This is an optimization exercise on Yosys and OpenROAD, whose aim is small area, not a production implementation.
Function was checked by simulation only, so behaviour that the tests miss may differ from the original.

==> flow/design.v (excerpt) <==
module top (
    input clk,
    input rst_n,
    input [7:0] pixel_in,
    input pixel_valid,
    output [6:0] hex,
    output finish,
    output signed [11:0] score0,
    output signed [11:0] score1
);
    integer i;
    reg [7:0] pr;
    reg vr;
    always @(posedge clk) pr <= pixel_in;
    always @(posedge clk or negedge rst_n) if (!rst_n) vr <= 1'b0; else vr <= pixel_valid;
    reg [4:0] col;
    reg [3:0] row;
    always @(posedge clk or negedge rst_n)
        if (!rst_n) begin col <= 5'd0; row <= 4'd0; end
        else if (vr) begin
            if (col == 5'd27) begin col <= 5'd0; if (row != 4'd15) row <= row + 4'd1; end
            else col <= col + 5'd1;
        end
    reg [447:0] sr;
    always @(posedge clk) if (vr && col != 5'd26) sr <= {sr[439:0], pr};
    wire [7:0] t20 = sr[15:8], t21 = sr[7:0], t22 = pr;
    wire [7:0] t10 = sr[231:224], t11 = sr[223:216], t12 = sr[215:208];
    wire m00 = (row == 4'd2) && (col == 5'd1);   
    wire [7:0] t00 = m00 ? 8'd0 : sr[447:440];
    wire [7:0] t01 = sr[439:432], t02 = sr[431:424];
  ...
Size in the first run: ~5400 cells after synthesis, ~43 I/O pins.
export LEC_CHECK = 0
export CAP_MARGIN = 20
export CORE_MARGIN = 2
export CORE_UTILIZATION = 40
export CTS_BUF_LIST = sky130_fd_sc_hd__clkbuf_16
export CTS_CLUSTER_DIAMETER = 100
export CTS_CLUSTER_SIZE = 24
export SLEW_MARGIN = 20
create_clock -name core_clock -period 13.0 [get_ports {clk}]
standard.sh (not shown) runs the stock make flow with config.mk's settings and CLKGATE_MAP_FILE= SYNTH_SCRIPT=/design/flow/synth_recipe.tcl, a recipe that flattens the netlist after the stock synthesis.
==> flow/flow/run.sh <==
#!/bin/bash
# Standard layout with two changes to how the netlist is made (registers are untouched):
#  1. synthesis maps the logic with flow/abc.script, an area-oriented ABC script (the
#     standard one also buffers and upsizes for speed, which this design does not need);
#  2. flow/fixinv.py then chooses the polarity of adder and simple two-input cells so that
#     fewer inverters are needed (see its header).
# Floorplan through finish are the standard steps (standard.sh).
set -e
W=$PWD
rm -rf "$W/scripts_abc"
cp -r "$FLOW_HOME/scripts" "$W/scripts_abc"
cp flow/abc.script "$W/scripts_abc/abc_speed.script"
sed "s|make -C |make SCRIPTS_DIR=$W/scripts_abc -C |" standard.sh > standard_abc.sh
bash standard_abc.sh synth > synth.log 2>&1
R=orfs/results/$FLOW_PLATFORM/top/base
cp $R/1_2_yosys.v 1_2_yosys.abc.v
python3 flow/fixinv.py 1_2_yosys.abc.v 1_2_yosys.fixinv.v > fixinv.log 2>&1
cp 1_2_yosys.fixinv.v $R/1_2_yosys.v
rm -f $R/1_synth.odb $R/1_synth.sdc
bash standard.sh finish > layout.log 2>&1
Other scripts of this flow, unchanged in this note and not shown: flow/flow/abc.script, flow/flow/fixinv.py
==> next run, changes <==
--- a/flow/design.v
+++ b/flow/design.v
@@ -1,27 +1,25 @@
 module top (
     input clk,
     input rst_n,
     input [7:0] pixel_in,
     input pixel_valid,
     output [6:0] hex,
     output finish,
     output signed [11:0] score0,
     output signed [11:0] score1
 );
     integer i;
-    reg [7:0] pr;
-    reg vr;
-    always @(posedge clk) pr <= pixel_in;
-    always @(posedge clk or negedge rst_n) if (!rst_n) vr <= 1'b0; else vr <= pixel_valid;
+    wire [7:0] pr = pixel_in;
+    wire vr = pixel_valid;
     reg [4:0] col;
     reg [3:0] row;
     always @(posedge clk or negedge rst_n)
         if (!rst_n) begin col <= 5'd0; row <= 4'd0; end
         else if (vr) begin
             if (col == 5'd27) begin col <= 5'd0; if (row != 4'd15) row <= row + 4'd1; end
             else col <= col + 5'd1;
         end
     reg [447:0] sr;
     always @(posedge clk) if (vr && col != 5'd26) sr <= {sr[439:0], pr};
     wire [7:0] t20 = sr[15:8], t21 = sr[7:0], t22 = pr;
     wire [7:0] t10 = sr[231:224], t11 = sr[223:216], t12 = sr[215:208];
Effect: Routed wire length hardly moves. Via count is higher by 1.1%. Fmax goes down by 12%. Sequential share of layout area barely changes. Hold slack gets worse by 0.0061 ns. Cell area came out lower by 0.59%. Worst setup slack gets worse by 1.4 ns. Die area falls by 0.36%. Global-route usage stays flat.

[port drivers added, routing unchanged]
How much do the figures lean on ideal ports? The routed layouts below were timed once more, with nothing changed but the port constraints.
Step 1 (the two cells are an assumption about what drives the block):
set clk [get_ports {clk}]
set_driving_cell -lib_cell sky130_fd_sc_hd__clkbuf_16 $clk
set_driving_cell -lib_cell sky130_fd_sc_hd__buf_2 [delete_from_list [all_inputs] $clk]
Step 2 times the ports against the registers' clock, not the clock port: input delays grow and output delays shrink by t, the midpoint of the rising clock arrivals with the driver on.
a / b / c = ideal / step 1 / step 2; a / b = the first two.
| run | t, ns | setup slack, ns | worst setup path after step 2 | worst slew at a driven data input, ns | cell pins on the clock port's net |
|---|---|---|---|---|---|
| the first run | 0.802 | 2.971 / 2.971 / 2.971 | register to register | 0.07 | 1 |
| the second run | 0.806 | 1.597 / 1.656 / 0.850 | input to register | 0.07 | 1 |
After both steps every run listed still meets setup and hold. The setup slack of the second run, which loses most, moves by +0.059 ns with the drivers and by -0.747 ns with both steps.
